This is an optimization exercise on Yosys and OpenROAD, whose aim is small area, not a production implementation. Where RTL was checked, it was by simulation tests only, not by an equivalence proof against the original. Only the layout flow was run in run 2; the RTL was not checked for function there. Power and IR drop assume default switching activity.

==> design.v <==
module HR_estimator #(
        parameter CLK_FREQ = 200,
        parameter NUM_PEAKS = 4
)(
    input  wire        clk,
    input  wire        rst,
    input  wire        sample_en,
    input  signed [7:0] Xin,
    output wire [31:0] bpm
);
    wire [10:0] Y;
    wire [9:0]  mx;
    wire        pd, clr, idle;
    wire [13:0] q;
    hr_pre  u_pre  (.clk(clk), .rst(rst), .se(sample_en), .Xin(Xin), .clr(clr),
                    .idle(idle), .Y(Y));
    hr_peak u_peak (.clk(clk), .rst(rst), .se(sample_en), .Y(Y), .mx(mx), .pd(pd));
    hr_ring u_ring (.clk(clk), .rst(rst), .se(sample_en), .H(Y[10:1]), .mx(mx),
                    .idle(idle), .clr(clr));
    hr_rr   u_rr   (.clk(clk), .rst(rst), .se(sample_en), .pd(pd), .clr(clr), .q(q));
    assign bpm = {18'd0, q};
endmodule
module hr_pre (
    input  wire        clk,
    input  wire        rst,
    input  wire        se,
    input  signed [7:0] Xin,
    input  wire        clr,       
    input  wire        idle,      
    output reg  [10:0] Y
);
    reg signed [7:0] xp;
    reg  [4:0] act;
    wire [4:0] astep = {act[3:0], act[4] ^ act[2]};
    wire signed [8:0] dx = Xin - xp;
    wire flat = (dx <= 9'sd20) && (dx >= -9'sd20);
    wire sleep = (act == 5'd17);
    wire a16   = (act == 5'd24);
    wire pre = se & ~sleep;
    always @(posedge clk or posedge rst) begin
        if (rst) begin
            xp  <= 8'sd0;
            act <= 5'd1;
        end else if (se) begin
            xp <= Xin;
            if (sleep)      act <= flat ? 5'd17 : 5'd1;
            else if (a16)   act <= 5'd17;
            else            act <= flat ? astep : 5'd1;
        end
    end
    reg  [47:0] dr;       
    reg  [2:0] c6;
    reg  [2:0] st;        
    reg signed [10:0] acc;
    wire [7:0] dt = dr[47:40];
    wire       dins = (st == 3'd1) & (c6 == 3'd0);
    always @(posedge clk) begin
        dr <= {dr[39:0], clr ? 8'd0 : (dins ? xp : dt)};
        if (clr) c6 <= 3'd0;
        else if (!dins) c6 <= (c6 == 3'd5) ? 3'd0 : c6 + 3'd1;
    end
    wire        dbl = (st == 3'd2) | (st == 3'd4);
    wire        neg = (st == 3'd3) | (st == 3'd4);
    wire [10:0] opd = dbl ? {{2{dt[7]}}, dt, 1'b0} : {{3{dt[7]}}, dt};
    wire [10:0] sum = (dins ? 11'd0 : acc) + (neg ? ~opd : opd) + {10'd0, neg};
    always @(posedge clk)
        if (dins | (st == 3'd2) | (st == 3'd3) | (st == 3'd4)) acc <= sum;
    wire signed [7:0] dsh = acc[10:3];
    wire [6:0] rect = dsh[7] ? -dsh[6:0] : dsh[6:0];
    reg  [3:0] c2;
    reg  [111:0] w;       
    wire [6:0] wt = w[111:105];
    wire       wins = (st == 3'd5) & (c2 == 4'd0) & idle;
    always @(posedge clk) begin
        w <= {w[104:0], clr ? 7'd0 : (wins ? rect : wt)};
        if (clr) c2 <= 4'd0;
        else if (!wins) c2 <= c2 + 4'd1;
    end
    always @(posedge clk or posedge rst) begin
        if (rst) begin
            st <= 3'd0;
            Y  <= 11'd0;
        end else begin
            if (pre) st <= 3'd1;
            else if (dins | (st == 3'd2) | (st == 3'd3) | (st == 3'd4)) st <= st + 3'd1;
            else if (wins) st <= 3'd0;
            if (wins) Y <= Y + rect - wt;
        end
    end
endmodule
module hr_peak (
    input  wire        clk,
    input  wire        rst,
    input  wire        se,
    input  wire [10:0] Y,
    input  wire [9:0]  mx,        
    output reg         pd
);
    reg  [9:0] thr, mv;           
    reg  [5:0] ps;
    reg  [3:0] tcnt;
    wire slow = (ps == 6'd42);
    wire raw = {1'b0, Y} > ({2'b0, thr} + 12'd50);
    wire heavy = ~slow | (tcnt == 4'd7);
    always @(posedge clk or posedge rst) begin
        if (rst) begin
            thr <= 0; mv <= 0; pd <= 0; ps <= 6'd1; tcnt <= 0;
        end else if (se) begin
            pd <= raw;
            tcnt <= tcnt + 4'd1;
            if (ps == 6'd53)  ps <= 6'd42;      
            else if (raw)     ps <= 6'd1;
            else if (!slow)   ps <= {ps[4:0], ps[5] ^ ps[4]};
            if (heavy) begin
                thr <= mv;
                mv  <= mx;
            end
        end
    end
endmodule
module hr_ring (
    input  wire        clk,
    input  wire        rst,
    input  wire        se,
    input  wire [9:0]  H,
    output wire [9:0]  mx,
    output wire        idle,
    output reg         clr
);
    localparam NW = 197;                    
    reg  [4*NW-1:0] r;                      
    reg  [7:0] c;                           
    reg  [1:0] f;                           
    reg  [1:0] mode;                        
    reg        fs;                          
    reg  [9:0] V;                           
    reg  [8:0] z;                           
    reg  [2:0] oatr;                        
    wire [3:0] tap = r[4*NW-1:4*NW-4];
    wire       start = (mode == 2'd1) & (c == 8'd0);
    assign idle = (mode == 2'd0);
    reg  [9:0]  mxr;                        
    wire [9:0]  X  = mode[1] ? V : mxr;
    wire [10:0] Dx = {1'b0, X} - {1'b0, H};
    wire        lo = Dx[10] & mode[0];      
    wire [9:0]  v0 = lo ? H : X;
    wire [9:0]  Dv = lo ? 10'd0 : Dx[9:0];  
    wire [8:0]  z0 = start ? 9'd0 : z;
    wire        Dhi = |Dv[9:3];
    wire        zhi = (z0[8:3] == 6'b011111);    
    reg  [3:0] ow;
    reg  [1:0] m;
    reg  [2:0] o, zc;       
    reg  [2:0] oat;         
    reg        fsn, fnext, fhere;
    reg  [1:0] fl;
    integer k;
    wire [9:0] zn = {1'b0, z0} + {7'd0, zc};
    wire       zdone = zn[8] & (|zn[7:0] | zn[9]);    
    reg        wr;                          
    always @(*) begin
        ow = tap; o = 3'd0; zc = 3'd0; oat = 3'd0; fsn = start ? 1'b0 : fs;
        wr = ~start & mode[0]; fhere = 1'b0; fnext = 1'b0; fl = f;
        for (k = 0; k < 4; k = k + 1) begin
            if (!(start && k < f)) begin
                if (!wr) begin
                    if (!tap[k]) begin
                        zc = zc + 3'd1;
                        if (!fsn && !(start && k == f)) begin
                            fsn = 1'b1; oat = o; fhere = 1'b1; fl = k;
                        end
                    end else begin
                        o = o + 3'd1;
                    end
                    if ((!Dhi && Dv[2:0] == o) || (zhi && ({1'b0, z0[2:0]} + zc == 4'd8))) begin
                        wr = 1'b1;
                        if (!fsn) begin
                            fsn = 1'b1; oat = o;
                            if (k == 3) begin fnext = 1'b1; fl = 2'd0; end
                            else begin fhere = 1'b1; fl = k + 1; end
                        end
                    end
                end else begin
                    if (Dhi || Dv[2:0] > o) begin
                        ow[k] = 1'b1; o = o + 3'd1;
                    end else begin
                        ow[k] = 1'b0; zc = zc + 3'd1;
                    end
                end
            end
        end
        m = {1'b1, wr};
    end
    wire [1:0] mnext = (m == 2'd3 && zdone) ? 2'd0 : m;
    wire [9:0] vn = v0 - {7'd0, mode[1] | start ? o : oatr};
    assign mx = vn;                         
    wire busy = start | mode[1];
    always @(posedge clk) begin
        r <= {r[4*NW-5:0], clr ? 4'd0 : (busy ? ow : tap)};
        V <= vn;
        z <= zn[8:0];
        fs <= fsn;
        if (clr) f <= 2'd0;
        else if (busy) f <= fl;
    end
    always @(posedge clk or posedge rst) begin
        if (rst) begin
            clr <= 1'b1; c <= 8'd0; mode <= 2'd0; mxr <= 10'd0; oatr <= 3'd0;
        end else begin
            if (clr & (c == NW-1)) clr <= 1'b0;
            if (busy & fhere)      c <= 8'd1;
            else if (busy & fnext) c <= 8'd0;
            else                   c <= (c == NW-1) ? 8'd0 : c + 8'd1;
            if (busy) begin
                mode <= mnext;
                if (fhere | fnext) begin mxr <= v0; oatr <= oat; end
            end else if (se) begin
                mode <= 2'd1;
                mxr <= vn; oatr <= 3'd0;
            end
        end
    end
endmodule
module hr_rr (
    input  wire        clk,
    input  wire        rst,
    input  wire        se,
    input  wire        pd,
    input  wire        clr,
    output reg  [13:0] q
);
    reg  [18:0] tr, cr;
    reg  [4:0]  p;
    reg         ppd, done, pz, pend, act, cya, cyb, sh, run, dpend;
    reg  [1:0]  icnt, op;       
    reg  [3:0]  dc;
    wire rise = pd & ~ppd;
    wire go   = pend & (p == 5'd0);
    wire en   = go | act;
    wire p0   = (p == 5'd0);
    wire tb   = tr[18];
    wire cb   = cr[18];
    wire low  = ~p[4];                           
    wire [13:0] DIVIDEND = 14'd12000;
    wire tsub = (op == 2'd1);
    wire tadd = (op[0] & ~tsub) | tsub;          
    wire ta_b = cb ^ tsub;
    wire ta_c = p0 ? tsub : cya;
    wire tnew = tb ^ ta_b ^ ta_c;
    wire first = (dc == 4'd13);
    wire rold  = cb & ~first;
    wire dsub  = first | q[0];
    wire da    = p0 ? DIVIDEND[dc] : sh;
    wire db    = (low & tr[16]) ^ dsub;
    wire dcin  = p0 ? dsub : cyb;
    wire dsum  = da ^ db ^ dcin;
    wire icin  = p0 | cyb;
    wire cinc  = low & (cb ^ icin);
    always @(posedge clk) begin
        p <= (p == 5'd18 || clr) ? 5'd0 : p + 5'd1;
        tr <= {tr[17:0], clr ? 1'b0 : ((en & tadd) ? tnew : tb)};
        cr <= {cr[17:0], clr ? 1'b0 : (run ? dsum : (en ? cinc : cb))};
        cya <= (tb & ta_b) | (tb & ta_c) | (ta_b & ta_c);
        cyb <= run ? ((da & db) | (da & dcin) | (db & dcin)) : (cb & icin);
        sh  <= rold;
        if (run) begin
            if (p == 5'd18) dc <= dc - 4'd1;
        end else dc <= 4'd13;
    end
    always @(posedge clk or posedge rst) begin
        if (rst) begin
            ppd <= 0; done <= 0; pz <= 1'b1; icnt <= 0; pend <= 0; act <= 0;
            op <= 0; run <= 0; q <= 0; dpend <= 0;
        end else begin
            if (go) pend <= 1'b0;
            if (go) act <= 1'b1;
            else if (p == 5'd18) act <= 1'b0;
            if (se && !done) begin
                ppd  <= pd;
                pend <= 1'b1;
                op   <= !rise ? 2'd0 : pz ? 2'd1 : (icnt == 2'd3) ? 2'd3 : 2'd2;
                if (rise && !pz) begin
                    icnt <= icnt + 2'd1;
                    if (icnt == 2'd3) done <= 1'b1;
                end
            end
            if (en && op != 2'd0) begin
                if (op != 2'd3) begin
                    if (low) pz <= (p0 | pz) & ~cb;
                end else begin
                    if (p == 5'd2)                  pz <= tnew;
                    else if (p > 5'd2 && p < 5'd18) pz <= pz | tnew;
                    else if (p == 5'd18)            pz <= pz & ~tnew;
                end
            end
            if (done && se && icnt == 2'd0) begin
                icnt <= 2'd1;
                if (pz) dpend <= 1'b1;
            end
            if (dpend && p == 5'd18) begin
                dpend <= 1'b0;
                run <= 1'b1;
            end
            if (run && p == 5'd18) begin
                q <= {q[12:0], ~dsum};
                if (dc == 4'd0) run <= 1'b0;
            end
        end
    end
endmodule
==> flow/run.sh <==
#!/bin/bash
# The standard layout (standard.sh, which runs the ORFS flow unchanged),
# with three settings passed through the environment:
#  - the clock tree is built without dummy loads (CTS -dont_use_dummy_load);
#  - ports are buffered with the smallest buffer;
#  - one tie cell drives all constant outputs (no tie fanout repair).
# Each tool's full output goes to standard_run.log in this folder.
set -euo pipefail
export CTS_ARGS="-sink_clustering_enable -repair_clock_nets -dont_use_dummy_load -sink_clustering_size 20 -sink_clustering_max_diameter 50 -buf_list sky130_fd_sc_hd__clkbuf_8"
export BUFFER_PORTS_ARGS="-buffer_cell sky130_fd_sc_hd__buf_1"
export SKIP_REPAIR_TIE_FANOUT=1
bash standard.sh > standard_run.log 2>&1
==> standard.sh <==
#!/bin/bash
# synth_recipe.tcl (not shown) runs the flow's synth.tcl, then flattens the netlist and writes it again
# the make line also repeats each setting of config.mk as NAME=value (left out here)
make -C /OpenROAD-flow-scripts/flow DESIGN_CONFIG=/design/flow/config.mk WORK_HOME=/design/flow/orfs CLKGATE_MAP_FILE= SYNTH_SCRIPT=/design/flow/synth_recipe.tcl "${@:-finish}"
==> config.mk <==
export PLATFORM = sky130hd
export DESIGN_NAME = HR_estimator
export DESIGN_NICKNAME = HR_estimator
export VERILOG_FILES = /design/flow/design.v
export SDC_FILE = /design/flow/constraint.sdc
export NUM_CORES = 8
export LEC_CHECK = 0
export CAP_MARGIN = 20
export CORE_MARGIN = 2
export CORE_UTILIZATION = 60
export CTS_BUF_LIST = sky130_fd_sc_hd__clkbuf_8
export CTS_CLUSTER_DIAMETER = 50
export CTS_CLUSTER_SIZE = 20
export PLACE_DENSITY = 0.75
export SLEW_MARGIN = 20
==> constraint.sdc <==
create_clock -name core_clock -period 650.0 [get_ports {clk}]
set_input_delay 130.0000 -clock core_clock [delete_from_list [all_inputs] [get_ports {clk}]]
set_output_delay 130.0000 -clock core_clock [all_outputs]
set_load 0.01 [all_outputs]
==> impl_metrics.csv, run 1 <==
group,metric,value,unit
floorplanning,rows,84,
worst_setup_path,end_kind,"flop",
timing,tightest_slew,0.979,ns
floorplanning,die_area,54900,sq um
timing,drv_slew,0,
power_and_ir_drop,powerDensity,3.47,nW/um^2
timing,setup_viol,0,
cts,cts_resized,0,
final_layout,fill_cells,3898,
worst_setup_path,cp-start-kind,"input port",
synth,syn_inst,2326,
floorplanning,io-pin-count,43,
timing,finalCritPeriodShare,0.204,
synth,synth.top_cell.area_share,0.645,
run,max_cap_violations,0,
detailed_routing,vias_per_cell,5.02,
cts,ctsLongestPathBuffers,3,
final_layout,multi_input_area,7620,sq um
synth,synth_fp_nets,2455,
power_and_ir_drop,p_leak,14.3,nW
floorplanning,die_x,234,microns
timing,timing.fmax,7.54,MHz
place,gp_congestion,0.834,
worst_hold_path,hold_end,"u_ring.r[78]$_DFF_P_",
worst_setup_path,worstPathRequired,650.58,ns
detailed_routing,dr.pass1.iters,5,
final_layout,seqCellArea,23600,sq um
floorplanning,core,52600,sq um
global_routing,antenna_found_initial,2,
timing,slew_headroom,0.339,
worst_setup_path,r2r_slack,638.73,ns
cts,numCtsBuffers,78,
global_routing,overflow,0,
worst_hold_path,holdPathStages,0,
worst_setup_path,startpoint,"Xin[0]",
worst_setup_path,slowest_stage,"o41ai_1",
global_routing,grt_pass1_wl,77100,microns
cts,postCtsSetupRepairBufs,0,
cts,tritoncts,"yes",
global_routing,grt_usage,0.174,
final_layout,final_area,33700,sq um
run_status,status,"complete, no violations",
final_layout,final_util,0.640,
detailed_routing,first_iter_violations,677,
timing,rsz0062_at_grt,"false",
worst_hold_path,hold_path.startpoint,"u_ring.r[74]$_DFF_P_",
synth,async_flop_share,0.0934,
detailed_routing,ant_nets,0,
synth,synth_commonest_cells,"dfxtp_1 (1027), nand2_1 (122), nor2_1 (110), dfrtp_1 (103), ha_1 (101)",
worst_setup_path,cp.arrival,133.25,ns
cts,clk_pin_slew,0.10,ns
place,dp_slack,516.71,ns
worst_setup_path,crit_path_max_fanout,5,
cts,h-tree-depth,3,
timing,fin_ws,517.33,ns
place,dpl-instance-area,32600,sq um
synth,synth.area.top_cells,"dfxtp_1 (65%), dfrtp_1 (8.1%), ha_1 (4.0%)",
global_routing,grt_pass1_vias,15700,
cts,insertion_delay,0.68,ns
synth,synth_top_area_cell,"dfxtp_1",
place,dp_hpwl,29100,microns
floorplanning,die_h,234,microns
cts,cts_root_buffer,"clkbuf_8",
worst_hold_path,min_path_type,"reg -> reg",
synth,synth_cell_types,90,
timing,finalHoldViolCount,0,
global_routing,grt_max_degree,78,
synth,netlist_area,31900,sq um
synth,ys_ff_latch,1145,
worst_setup_path,critPathKind,"in -> reg",
synth,syn_avg_cell_area,13.7,sq um
synth,yosysWarnings,4,
worst_setup_path,cp_cell_sequence,"buf_1 > inv_1 > ha_1 > fa_1 > nor2b_1 > o21ai_0 > nand2b_1 > a21o_1 > a21o_1 > a2111oi_0 > a21oi_1 > o41ai_1 > nand2_1 > a21oi_1 > a21oi_1 > a21oi_1",
synth,yosysMostFrequentCell,"dfxtp_1",
detailed_routing,wirelength,45700,microns
worst_setup_path,crit_top_cell,"a21oi_1",
detailed_routing,num_vias,15400,
final_layout,area_growth,5.66,%
detailed_routing,drcViolationCount,0,
worst_setup_path,r2r-end,"u_ring.mode[0]$_DFFE_PP0P_",
detailed_routing,wl_per_cell,14.9,microns
final_layout,nets,2509,
synth,synth_seq_area_share,0.740,
synth,synthFlopType,"dfxtp_1",
power_and_ir_drop,vdd_drop_max,0.00287,mV
cts,holdBufCountCts,0,
floorplanning,start_util,0.606,
synth,synth_edf_count,11,
worst_setup_path,reg2reg_depth,40,
timing,skew,0.0849,ns
final_layout,drive_above_1_share,0.0803,
worst_setup_path,r2r_start,"u_ring.mode[1]$_DFFE_PP0P_",
power_and_ir_drop,power,0.117,mW
cts,cts_sinks,1145,
place,portBuffers,24,
timing,timing.final.crit_period,132.67,ns
timing,setup_tns,0,ns
worst_setup_path,cpPeakStageDelay,0.90,ns
where the power goes:
part	total, mW	switching (mW)	internal (mW)
Sequential	0.0744	0.00119	0.0731
Combinational	0.0125	0.00692	0.00553
Clock	0.0299	0.0191	0.0108
final cells by class:
class | count | area share
multi-input cells | 1027 | 0.226
flip-flops and latches | 1145 | 0.700
repair buffers | 34 | 0.00506
diodes | 1 | 0.0000744
inverters | 94 | 0.0106
well taps | 688 | 0.0256
clock buffers | 78 | 0.0319
routing by layer:
| metal | track usage | routed length, microns | vias up |
|---|---|---|---|
| met5 | 0 | 0 | - |
| li1 | - | - | 7748 |
| met3 | 0.0361 | 1810 | 90 |
| met1 | 0.249 | 23200 | 7318 |
| met2 | 0.263 | 19600 | 242 |
| met4 | 0.0631 | 1080 | 0 |
cells by family (layout without fill, tap and decap cells):
group / Yosys count / in the layout / synth area share
mux: 99 / 99 / 0.0347
simple gates: 396 / 396 / 0.0599
fa+ha+maj: 118 / 118 / 0.0504
other cells: 1 / 2 / 0.000118
xor+xnor: 109 / 109 / 0.0300
buf+inv: 154 / 206 / 0.0209
compound gates: 304 / 304 / 0.0640
flops: 1145 / 1145 / 0.740
how the worst max path moves through the flow:
| stage | endpoint | cells past startpoint |
|---|---|---|
| after floorplan | u_peak.mv[0]$_DFFE_PP0P_ | 1 |
| after detailed placement | u_pre.act[4]$_DFFE_PP0P_ | 16 |
| after CTS | u_pre.act[4]$_DFFE_PP0P_ | 16 |
| after global routing | u_pre.act[4]$_DFFE_PP0P_ | 16 |
| after global placement | u_pre.act[4]$_DFFE_PP0P_ | 16 |
| final | u_pre.act[4]$_DFFE_PP0P_ | 16 |
stage by stage:
stage	cells	hold WS (ns)
2_1_floorplan	2326	0.310
3_3_place_gp	2988	0.310
3_5_place_dp	2988	0.312
4_1_cts	3066	0.286
5_1_grt	3067	0.281
6_report	3067	0.286
worst max-delay path: cells and delay by family:
kind / cells / cell delay, ns
simple gates: 3 / 0.36
compound gates: 9 / 2.34
buf+inv: 2 / 0.15
fa+ha+maj: 2 / 0.40
state kept, by name, indices dropped and copies added, names as in the netlist, 6 cells and up, named ones only:
name	flops
u_peak.mv	10
u_peak.ps	6
u_peak.thr	10
u_pre.Y	11
u_pre.acc	11
u_pre.dr	48
u_pre.w	112
u_pre.xp	8
u_ring.V	10
u_ring.c	8
u_ring.mxr	10
u_ring.r	788
u_ring.z	9
u_rr.cr	19
u_rr.q	14
u_rr.tr	19
placed cells by master (no fill, tap or decap), types with 31 or more instances in the layout:
| cell type | synthesis | final |
|---|---|---|
| clkbuf_8 | 0 | 78 |
| mux2i_1 | 31 | 31 |
| nor2_1 | 110 | 109 |
| a21o_1 | 31 | 31 |
| dfrtp_1 | 103 | 103 |
| inv_1 | 94 | 93 |
| xor2_1 | 44 | 44 |
| o21ai_0 | 75 | 74 |
| a21oi_1 | 81 | 80 |
| xnor2_1 | 65 | 65 |
| dfxtp_1 | 1027 | 1027 |
| ha_1 | 101 | 101 |
| mux2_2 | 58 | 58 |
| nand2_1 | 122 | 122 |
==> run 2, diff against run 1 <==
--- a/design.v
+++ b/design.v
@@ -63,8 +63,10 @@
     wire        neg = (st == 3'd3) | (st == 3'd4);
     wire [10:0] opd = dbl ? {{2{dt[7]}}, dt, 1'b0} : {{3{dt[7]}}, dt};
     wire [10:0] sum = (dins ? 11'd0 : acc) + (neg ? ~opd : opd) + {10'd0, neg};
-    always @(posedge clk)
-        if (dins | (st == 3'd2) | (st == 3'd3) | (st == 3'd4)) acc <= sum;
+    always @(posedge clk) begin
+        acc[2:0] <= sum[2:0];
+        if (dins | (st == 3'd2) | (st == 3'd3) | (st == 3'd4)) acc[10:3] <= sum[10:3];
+    end
     wire signed [7:0] dsh = acc[10:3];
     wire [6:0] rect = dsh[7] ? -dsh[6:0] : dsh[6:0];
     reg  [3:0] c2;
@@ -132,7 +134,6 @@
     reg  [7:0] c;                           
     reg  [1:0] f;                           
     reg  [1:0] mode;                        
-    reg        fs;                          
     reg  [9:0] V;                           
     reg  [8:0] z;                           
     reg  [2:0] oatr;                        
@@ -159,7 +160,7 @@
     wire       zdone = zn[8] & (|zn[7:0] | zn[9]);    
     reg        wr;                          
     always @(*) begin
-        ow = tap; o = 3'd0; zc = 3'd0; oat = 3'd0; fsn = start ? 1'b0 : fs;
+        ow = tap; o = 3'd0; zc = 3'd0; oat = 3'd0; fsn = ~start & (|z[8:1]);    
         wr = ~start & mode[0]; fhere = 1'b0; fnext = 1'b0; fl = f;
         for (k = 0; k < 4; k = k + 1) begin
             if (!(start && k < f)) begin
@@ -199,7 +200,6 @@
         r <= {r[4*NW-5:0], clr ? 4'd0 : (busy ? ow : tap)};
         V <= vn;
         z <= zn[8:0];
-        fs <= fsn;
         if (clr) f <= 2'd0;
         else if (busy) f <= fl;
     end
@@ -256,6 +256,8 @@
     wire dsum  = da ^ db ^ dcin;
     wire icin  = p0 | cyb;
     wire cinc  = low & (cb ^ icin);
+    always @(posedge clk)
+        if (se && !done) op <= !rise ? 2'd0 : pz ? 2'd1 : (icnt == 2'd3) ? 2'd3 : 2'd2;
     always @(posedge clk) begin
         p <= (p == 5'd18 || clr) ? 5'd0 : p + 5'd1;
         tr <= {tr[17:0], clr ? 1'b0 : ((en & tadd) ? tnew : tb)};
@@ -270,7 +272,7 @@
     always @(posedge clk or posedge rst) begin
         if (rst) begin
             ppd <= 0; done <= 0; pz <= 1'b1; icnt <= 0; pend <= 0; act <= 0;
-            op <= 0; run <= 0; q <= 0; dpend <= 0;
+            run <= 0; q <= 0; dpend <= 0;
         end else begin
             if (go) pend <= 1'b0;
             if (go) act <= 1'b1;
@@ -278,7 +280,6 @@
             if (se && !done) begin
                 ppd  <= pd;
                 pend <= 1'b1;
-                op   <= !rise ? 2'd0 : pz ? 2'd1 : (icnt == 2'd3) ? 2'd3 : 2'd2;
                 if (rise && !pz) begin
                     icnt <= icnt + 2'd1;
                     if (icnt == 2'd3) done <= 1'b1;
==> run 2 against run 1 <==
Compared with the run above:
- still clean
- maximum frequency rose by 0.35%
- register-to-register slack got worse by 0.06 ns
- critical path depth rose by 2
- synthesized cell count rose by 0.64%
==> impl_metrics.csv, run 2 <==
group,metric,value,unit
run_status,status,"complete, no violations",
synth,netlist_area,31900,sq um
worst_setup_path,path_delay_family,"compound AO/OA/AOI/OAI gates",
worst_setup_path,slowest_stage,"fa_1",
detailed_routing,ant_nets,0,
floorplanning,die_area,55000,sq um
final_layout,nets,2522,
timing,finalHoldViolCount,0,
synth,synth_commonest_cells,"dfxtp_1 (1029), nand2_1 (132), dfrtp_1 (101), ha_1 (101), inv_1 (95)",
synth,syn_avg_cell_area,13.6,sq um
synth,syn_inst,2341,
floorplanning,die_x,234,microns
synth,synth_cell_types,94,
floorplanning,io-pin-count,43,
floorplanning,rows,84,
final_layout,antenna_cells,0,
cts,postCtsSetupRepairBufs,0,
worst_hold_path,holdPathStages,0,
timing,slew_headroom,0.415,
global_routing,overflow,0,
timing,fin_ws,517.79,ns
global_routing,grt_max_degree,64,
place,dp_slack,517.13,ns
global_routing,grt_pass1_vias,15400,
detailed_routing,vias_per_cell,5.06,
synth,synth.area.top_cells,"dfxtp_1 (65%), dfrtp_1 (7.9%), ha_1 (4.0%)",
synth,yosysWarnings,4,
timing,rsz0062_at_grt,"false",
worst_setup_path,worstPathRequired,650.57,ns
cts,tritoncts,"yes",
worst_hold_path,hold_end,"u_ring.r[5]$_DFF_P_",
cts,cts_root_buffer,"clkbuf_8",
place,dp_hpwl,30700,microns
power_and_ir_drop,p_leak,14.2,nW
cts,holdBufCountCts,0,
cts,ctsLongestPathBuffers,3,
synth,yosysMostFrequentCell,"dfxtp_1",
final_layout,largest_register,"u_ring.r",
detailed_routing,num_vias,15600,
worst_setup_path,r2r_start,"u_ring.mode[1]$_DFFE_PP0P_",
timing,setup_viol,0,
detailed_routing,wirelength,47000,microns
final_layout,largest_registers,"u_ring.r (788), u_pre.w (112), u_pre.dr (48)",
power_and_ir_drop,vdd_drop_max,0.00295,mV
timing,tightest_slew,0.878,ns
worst_setup_path,end_kind,"flop",
cts,cts_sinks,1144,
floorplanning,core,52600,sq um
synth,synth_seq_area_share,0.738,
worst_setup_path,cp-start-kind,"input port",
final_layout,layout_commonest_cell,"dfxtp_1",
timing,finalCritPeriodShare,0.203,
timing,timing.fmax,7.56,MHz
cts,numCtsBuffers,80,
worst_setup_path,crit_path_max_fanout,5,
synth,async_flop_share,0.0918,
detailed_routing,wl_per_cell,15.3,microns
place,portBuffers,24,
cts,clk_pin_slew,0.10,ns
cts,h-tree-depth,3,
worst_setup_path,cp.arrival,132.78,ns
worst_hold_path,hold_path.startpoint,"u_ring.r[1]$_SDFF_PP0_",
global_routing,antenna_found_initial,0,
worst_setup_path,r2r_slack,638.67,ns
synth,synth_edf_count,10,
detailed_routing,drcViolationCount,0,
worst_setup_path,path_buf_inv,2,
worst_setup_path,cp_cell_sequence,"buf_1 > inv_1 > ha_1 > fa_1 > nor2b_1 > o21ai_0 > nand2b_1 > a21o_1 > a21o_1 > nand2_1 > a31oi_1 > and4_1 > mux2_2 > nand2_1 > a21boi_0 > nor4b_1 > a21oi_1 > a21oi_1",
cts,insertion_delay,0.69,ns
synth,synth_top_area_cell,"dfxtp_1",
detailed_routing,first_iter_violations,829,
worst_hold_path,min_path_type,"reg -> reg",
power_and_ir_drop,powerDensity,3.46,nW/um^2
worst_setup_path,reg2reg_depth,42,
floorplanning,die_h,234,microns
detailed_routing,dr.pass1.iters,5,
synth,synth.top_cell.area_share,0.646,
timing,drv_slew,0,
synth,ys_ff_latch,1144,
synth,synthFlopType,"dfxtp_1",
final_layout,largest_reg_flops,788,
place,gp_congestion,0.858,
worst_setup_path,critPathKind,"in -> reg",
cts,cts_resized,0,
synth,synth_fp_nets,2470,
floorplanning,start_util,0.607,
timing,setup_tns,0,ns
final_layout,area_growth,5.64,%
final_layout,drive_above_1_share,0.0799,
final_layout,layout_common_cells,"dfxtp_1 (1029), nand2_1 (132), ha_1 (101), dfrtp_1 (101), inv_1 (94)",
global_routing,grt_usage,0.176,
run,max_cap_violations,0,
worst_setup_path,cpPeakStageDelay,0.41,ns
global_routing,grt_pass1_wl,77700,microns
timing,skew,0.0975,ns
worst_setup_path,r2r-end,"u_ring.mxr[9]$_DFFE_PP0P_",
timing,timing.final.crit_period,132.21,ns
-- run 2: cell type report --
type / count / area (sq um)
Sequential cell: 1144 / 23500
Fill cell: 3864 / 18900
Multi-Input combinational cell: 1038 / 7650
Clock buffer: 80 / 1100
Tap cell: 688 / 861
Inverter: 95 / 359
Timing Repair Buffer: 34 / 166
-- run 2: per-layer routing --
metal,global-route usage,part of all wire
met1,0.251,0.50
met2,0.270,0.43
met3,0.0343,0.035
met4,0.0609,0.028
met5,0,0
-- run 2: cell families after synthesis --
kind of cell,Yosys count,share of synthesized area
DFF,1144,0.738
and+or+nand+nor,427,0.0679
AOI/OAI and AO/OA,301,0.0621
buffers and inverters,159,0.0218
adders and majority gates,118,0.0503
xor gates and xnor gates,105,0.0295
muxes,86,0.0300
other,1,0.000118
-- run 2: power breakdown --
part,leakage (nW),internal (mW),switching (mW)
clock network,0.575,0.0111,0.0192
logic,3.86,0.00548,0.00665
registers,9.75,0.0729,0.00118
total,14.2,0.0895,0.0270
-- run 2: worst max path at each step --
stage,endpoint,slack (ns),start,cells past startpoint
3_3_place_gp,u_pre.act[4]$_DFFE_PP0P_,517.24,Xin[1],16
6_report,u_pre.act[4]$_DFFE_PP0P_,517.79,Xin[0],18
4_1_cts,u_pre.act[4]$_DFFE_PP0P_,517.85,Xin[0],18
2_1_floorplan,u_peak.mv[0]$_DFFE_PP0P_,517.25,rst,1
5_1_grt,u_pre.act[4]$_DFFE_PP0P_,517.52,Xin[0],18
3_5_place_dp,u_pre.act[4]$_DFFE_PP0P_,517.13,Xin[0],18
-- run 2: per-stage QoR --
step | hold WS (ns) | utilization | total power [mW] | instances | cell area, sq um
after CTS | 0.238 | 0.641 | 0.118 | 3079 | 33700
after floorplan | 0.310 | - | 0.0852 | 2341 | 31900
after global placement | 0.310 | 0.620 | 0.0871 | 2999 | 32600
final | 0.251 | 0.641 | 0.116 | 3079 | 33700
after global routing | 0.255 | 0.641 | 0.122 | 3079 | 33700
after detailed placement | 0.312 | 0.620 | 0.0878 | 2999 | 32600
-- run 2: worst reg2reg max path, delay by kind of cell (launching register included) --
family	cells	cell delay [ns]
XOR/XNOR	1	0.07
multiplexers	3	0.89
AO/OA/AOI/OAI	12	3.29
adder cells (fa/ha/maj)	7	2.30
buffers and inverters	3	0.41
flip-flops	1	0.82
AND/OR/NAND/NOR	16	3.44

afterwards: timing with drivers on the ports:
In the flow no input, the clock included, has a driving cell. The finished layouts below were timed again as built, in two steps.
Step 1 assumes that a clkbuf_16 drives the clock port and a buf_2 every other input.
Step 2 times the ports against the registers' clock, not the clock port: input delays grow and output delays shrink by t, the midpoint of the rising clock arrivals with the driver on.
Slacks: no drivers / after step 1 / after step 2; pairs: no drivers / after step 1.
run	t (ns)	setup WS [ns]	worst hold slack (ns)	worst data-port slew with drivers (ns)
run 1	0.692	517.329 / 517.362 / 516.670	0.286 / 0.286 / 0.286	0.16
run 2	0.692	517.791 / 517.818 / 517.126	0.251 / 0.251 / 0.251	0.05
After both steps setup and hold are still met in every run listed. The setup slack of run 2, which loses most, moves by +0.027 ns with the drivers and by -0.665 ns with both steps.
